From an optimization exercise on the open Yosys and OpenROAD flow, aimed at small area and a short achievable clock period; shortcuts taken in it are not production practice. The RTL was checked by simulation tests, not by an equivalence proof against the original design. Power figures rest on the tool's default switching activity, not on a simulated workload.

## flow/run.sh

```bash
#!/bin/bash
# synth_recipe.tcl (not shown) runs the flow's synth.tcl, then flattens the netlist and writes it again
# the make line also repeats each setting of config.mk as NAME=value (left out here)
make -C /OpenROAD-flow-scripts/flow DESIGN_CONFIG=/design/flow/config.mk WORK_HOME=/design/flow/orfs CLKGATE_MAP_FILE= SYNTH_SCRIPT=/design/flow/synth_recipe.tcl finish
```

## flow/constraint.sdc

```tcl
create_clock -name core_clock -period 28.0 [get_ports {clk}]
set_input_delay 5.6000 -clock core_clock [delete_from_list [all_inputs] [get_ports {clk}]]
set_output_delay 5.6000 -clock core_clock [all_outputs]
set_load 0.01 [all_outputs]
```

## flow/design.v

```verilog
module CPU (
    input clk,
    input reset,
    input [18:0] instruction, 
    input [15:0] data_in,     
    output reg [15:0] data_out, 
    output reg [15:0] address,  
    output reg mem_read,       
    output reg mem_write       
);
    reg [15:0] registers [0:15]; 
    reg [18:0] IF_ID_instruction;
    reg [15:0] ID_EX_A, ID_EX_B;
    reg [3:0] ID_EX_opcode;
    reg [3:0] EX_MEM_dest;
    reg [15:0] EX_MEM_result;
    reg [15:0] MEM_WB_result;
    reg [3:0] MEM_WB_dest;
    wire [3:0] opcode = instruction[18:15];
    wire [3:0] rs = instruction[14:11];
    wire [3:0] rt = instruction[10:7];
    wire [3:0] rd = instruction[6:3];
    wire [2:0] func = instruction[2:0];
    wire [11:0] addr = instruction[14:3];  
    reg [15:0] ALU_result;
    always @(*) begin
        case (ID_EX_opcode)
            4'b0000: ALU_result = ID_EX_A + ID_EX_B;     
            4'b0001: ALU_result = ID_EX_A - ID_EX_B;     
            4'b0010: ALU_result = ID_EX_A * ID_EX_B;     
            4'b0011: ALU_result = (ID_EX_B == 16'b0) ? 16'hFFFF : ID_EX_A / ID_EX_B;     
            4'b0100: ALU_result = ID_EX_A + 1;           
            4'b0101: ALU_result = ID_EX_A - 1;           
            4'b0110: ALU_result = ID_EX_A & ID_EX_B;     
            4'b0111: ALU_result = ID_EX_A | ID_EX_B;     
            4'b1000: ALU_result = ID_EX_A ^ ID_EX_B;     
            4'b1001: ALU_result = ~ID_EX_A;              
            default: ALU_result = 16'b0; 
        endcase
    end
    reg [15:0] PC;
    always @(posedge clk or posedge reset) begin
        if (reset) begin
            IF_ID_instruction <= 19'b0;
            ID_EX_A <= 16'b0;
            ID_EX_B <= 16'b0;
            ID_EX_opcode <= 4'b0;
            EX_MEM_dest <= 4'b0;
            EX_MEM_result <= 16'b0;
            MEM_WB_result <= 16'b0;
            MEM_WB_dest <= 4'b0;
            PC <= 16'b0;
        end else begin
            IF_ID_instruction <= instruction;
            ID_EX_A <= registers[rs];
            ID_EX_B <= registers[rt];
            ID_EX_opcode <= opcode;
            EX_MEM_result <= ALU_result;
            EX_MEM_dest <= rd;
            case (opcode)
                4'b1100: PC <= addr;  
                4'b1101: if (registers[rs] == registers[rt]) PC <= addr;  
                4'b1110: if (registers[rs] != registers[rt]) PC <= addr;  
                4'b1111: PC <= addr;  
                default: PC <= PC + 1;  
            endcase
            MEM_WB_result <= EX_MEM_result;
            MEM_WB_dest <= EX_MEM_dest;
        end
    end
    always @(posedge clk) begin
        if (!reset) begin
            if (opcode == 4'b1010) begin  
                mem_read <= 1;
                address <= ALU_result;
            end else if (opcode == 4'b1011) begin  
                mem_write <= 1;
                address <= ALU_result;
                data_out <= registers[rt];
            end else begin
                mem_read <= 0;
                mem_write <= 0;
            end
            if (opcode == 4'b1111)  
                registers[15] <= PC + 1;  
            if (opcode != 4'b1011) begin  
                registers[MEM_WB_dest] <= MEM_WB_result;
            end
        end
    end
endmodule
```

## flow/config.mk

```make
export PLATFORM = sky130hd
export DESIGN_NAME = CPU
export DESIGN_NICKNAME = CPU
export VERILOG_FILES = /design/flow/design.v
export SDC_FILE = /design/flow/constraint.sdc
export NUM_CORES = 4
export LEC_CHECK = 0
export CAP_MARGIN = 20
export CORE_MARGIN = 2
export CORE_UTILIZATION = 40
export SLEW_MARGIN = 20
```

==> qor.yml <==
worst_setup_path:
  path_buf_inv: 18
  r2r_cells: 122
  rr_endpoint: "address[0]$_DFFE_PP_"
  max_stage_delay_ns: 0.59
  end_kind: "flip-flop"
  worst_ep_required_time_ns: 28.27
  worstSetupPathType: "flip-flop to flip-flop"
  slowest_stage: "or4_4"
  timing.rr.start: "ID_EX_B[6]$_DFF_PP0_"
  start_kind: "flip-flop"
  cp_top_family: "compound AO/OA/AOI/OAI gates"
  critPathMostFrequentCell: "buf_4"
  r2r_slack_ns: 1.13
  cp_max_fo: 9
  cp.arrival_ns: 27.14
worst_hold_path:
  holdPathStages: 0
  hold_end: "MEM_WB_dest[2]$_DFF_PP0_"
  min_path_type: "flip-flop to flip-flop"
  hp-start: "EX_MEM_dest[2]$_DFF_PP0_"
sta:
  period_needed_ns: 26.87
  final_max_slew_viol_count: 0
  finalCritPeriodShare: 0.960
  fin_skew_ns: 0.0141
  finalHoldViolCount: 0
  fin_setup_tns_ns: 0
  timing.hold.ws_ns: 0.350
  worst_slew_pin_slew_ns: 1.02
  setup_viol: 0
  fmax_mhz: 37.2
  relSlewSlack: 0.323
  setup_slack_ns: 1.13
clocking:
  cts_tree: "done"
  cts_hold_buf: 0
  clock_latency_ns: 0.53
  numCtsBuffers: 35
  h-tree-depth: 2
  clockBufferDepth: 3
  cts.reportedPaths.clkPinSlew_ns: 0.06
  root_buffer: "clkbuf_16"
  cts_sinks: 382
synthesis:
  synth-async-reset-ratio: 0.241
  ys_ff_latch: 382
  synth_flop_cell: "edfxtp_1"
  synth_edf_count: 290
  syn_area_per_cell_um2: 11.0
  synth_warnings: 1
  synthCells: 2609
  yosysSeqAreaShare: 0.384
  syn-num-nets: 2965
  ys_types: 92
  syn_area_um2: 28700
grt:
  grt_max_degree: 54
  antenna_found_initial: 1
  grt_pass1_wl_um: 138000
  grt_pass1_vias: 23300
  track_usage: 0.246
  overflow: 0
routing:
  ant_nets: 0
  drtIter0Drc: 1909
  drtPass1Iterations: 6
  vias: 22900
  wl_per_cell_um: 23.9
  route.detailed.drc: 0
  wl_um: 92700
  viasPerCell: 5.92
final_layout:
  final_common_cell: "buf_4"
  layout.cells.non_filler: 3875
  layout.nets: 3255
  mostFrequentLayoutCells: "buf_4 (316), edfxtp_1 (290), nand2_1 (228)"
  final_core_util: 0.480
  area_growth_pct: 19.4
  antenna_cells: 0
  layout-drive-gt1-share: 0.241
  fin_area_um2: 34200
power:
  power_mw: 2.79
  peakVddDrop_uv: 73.3
  leakage_nw: 13.8
  power_density_nw_per_um2: 81.5
place:
  gp_congestion: 0.956
  dpl_worst_slack_ns: -0.602
  dpl.cell_count: 3790
  hpwl_um: 64800
  place_area_um2: 32200
  io_buffers: 51
floorplanning:
  io_pins: 71
  die_area_um2: 73800
  die_h_um: 272
  die_w_um: 272
  coreArea_um2: 71200
  initial_core_util: 0.402
  rows: 98
outcome:
  status: "timing/DRC/antenna clean"
run:
  drv_cap: 0
[logic make-up after synthesis]
kind of cell	share of synthesized area
AOI/OAI and AO/OA	0.139
xor gates and xnor gates	0.0425
adders and majority gates	0.161
buffers and inverters	0.0397
DFF	0.384
muxes	0.116
and+or+nand+nor	0.119
[power breakdown]
part | internal, mW | total [mW] | switching (mW)
registers | 0.689 | 0.747 | 0.0586
logic | 0.694 | 1.53 | 0.837
clock network | 0.301 | 0.509 | 0.208
total | 1.68 | 2.79 | 1.10
[layer usage]
metal | GRT usage | vias up | wire [um]
met5 | 0 | - | 0
met4 | 0.111 | 0 | 4470
met3 | 0.0284 | 237 | 5480
met2 | 0.428 | 855 | 46100
met1 | 0.306 | 11500 | 36700
li1 | - | 10300 | -
[registers in the layout, summed over array words and instances, names as in the netlist, 4 cells and up]
name,cells
EX_MEM_dest,4
EX_MEM_result,16
ID_EX_A,16
ID_EX_B,16
ID_EX_opcode,4
MEM_WB_dest,4
MEM_WB_result,16
PC,16
address,16
data_out,16
registers,256
[worst reg2reg max path: cells and delay by family, from the launching register on]
family / cells / cell delay [ns]
multiplexers: 4 / 1.41
AND/OR/NAND/NOR: 32 / 6.69
AO/OA/AOI/OAI: 53 / 11.48
adder cells (fa/ha/maj): 15 / 4.09
flip-flops: 1 / 0.39
buffers and inverters: 18 / 2.55
[cells in the mapped netlist (all sizes together) (81+ instances only)]
| master | count | area share |
|---|---|---|
| edfxtp | 290 | 0.30 |
| ha | 238 | 0.10 |
| nand2 | 232 | 0.030 |
| nor2 | 215 | 0.028 |
| inv | 174 | 0.023 |
| mux4 | 128 | 0.10 |
| a21oi | 126 | 0.022 |
| o21ai | 111 | 0.020 |
| clkbuf | 94 | 0.012 |
| dfrtp | 92 | 0.080 |
| xnor2 | 88 | 0.027 |
| fa | 81 | 0.057 |
[how the worst max path moves through the flow]
stage	from	to	slack, ns	cells past startpoint
5_1_grt	ID_EX_B[6]$_DFF_PP0_	address[0]$_DFFE_PP_	-0.19	129
3_5_place_dp	ID_EX_B[6]$_DFF_PP0_	address[0]$_DFFE_PP_	-0.60	125
3_3_place_gp	ID_EX_B[6]$_DFF_PP0_	address[0]$_DFFE_PP_	-0.19	122
6_report	ID_EX_B[6]$_DFF_PP0_	address[0]$_DFFE_PP_	1.13	122
2_1_floorplan	ID_EX_B[12]$_DFF_PP0_	address[0]$_DFFE_PP_	0.05	132
4_1_cts	ID_EX_B[6]$_DFF_PP0_	address[0]$_DFFE_PP_	0.02	129
[what timing repair did]
action / CTS / global route
pin swaps: 0 / 46
setup buffers: 0 / 22
setup endpoints to repair: 2 / 4
resized for setup: 14 / 122
[area by class of cell]
type	count	area, um^2
sequential	382	11000
inverter	177	668
clock inverter	21	235
tap	950	1190
clock buffer	42	996
fill	6445	37000
timing repair buffer	370	2920
multi-input combinational	1933	17200

==> re-timing with driven ports <==
How much do the figures lean on ideal ports? The routed layout below was timed once more, with nothing changed but the port constraints. Step 1 (the two cells are an assumption about what drives the block):
set clk [get_ports {clk}]
set_driving_cell -lib_cell sky130_fd_sc_hd__clkbuf_16 $clk
set_driving_cell -lib_cell sky130_fd_sc_hd__buf_2 [delete_from_list [all_inputs] $clk]
Step 2, shift: input delay + t, output delay - t, t = (earliest + latest rising clock arrival at the registers) / 2. This alone moves slack from input paths to output paths. Three values: ideal ports, drivers, drivers and shift; two values: the first two.
t, ns: 0.579
setup WS [ns]: 1.127 / 1.127 / 1.127
worst setup path at the end: register to register
pins driven straight from the clock port: 1
After both steps this run still meets setup and hold. For this run, drivers alone change the setup slack by 0.000 ns; drivers and shift together by 0.000 ns.
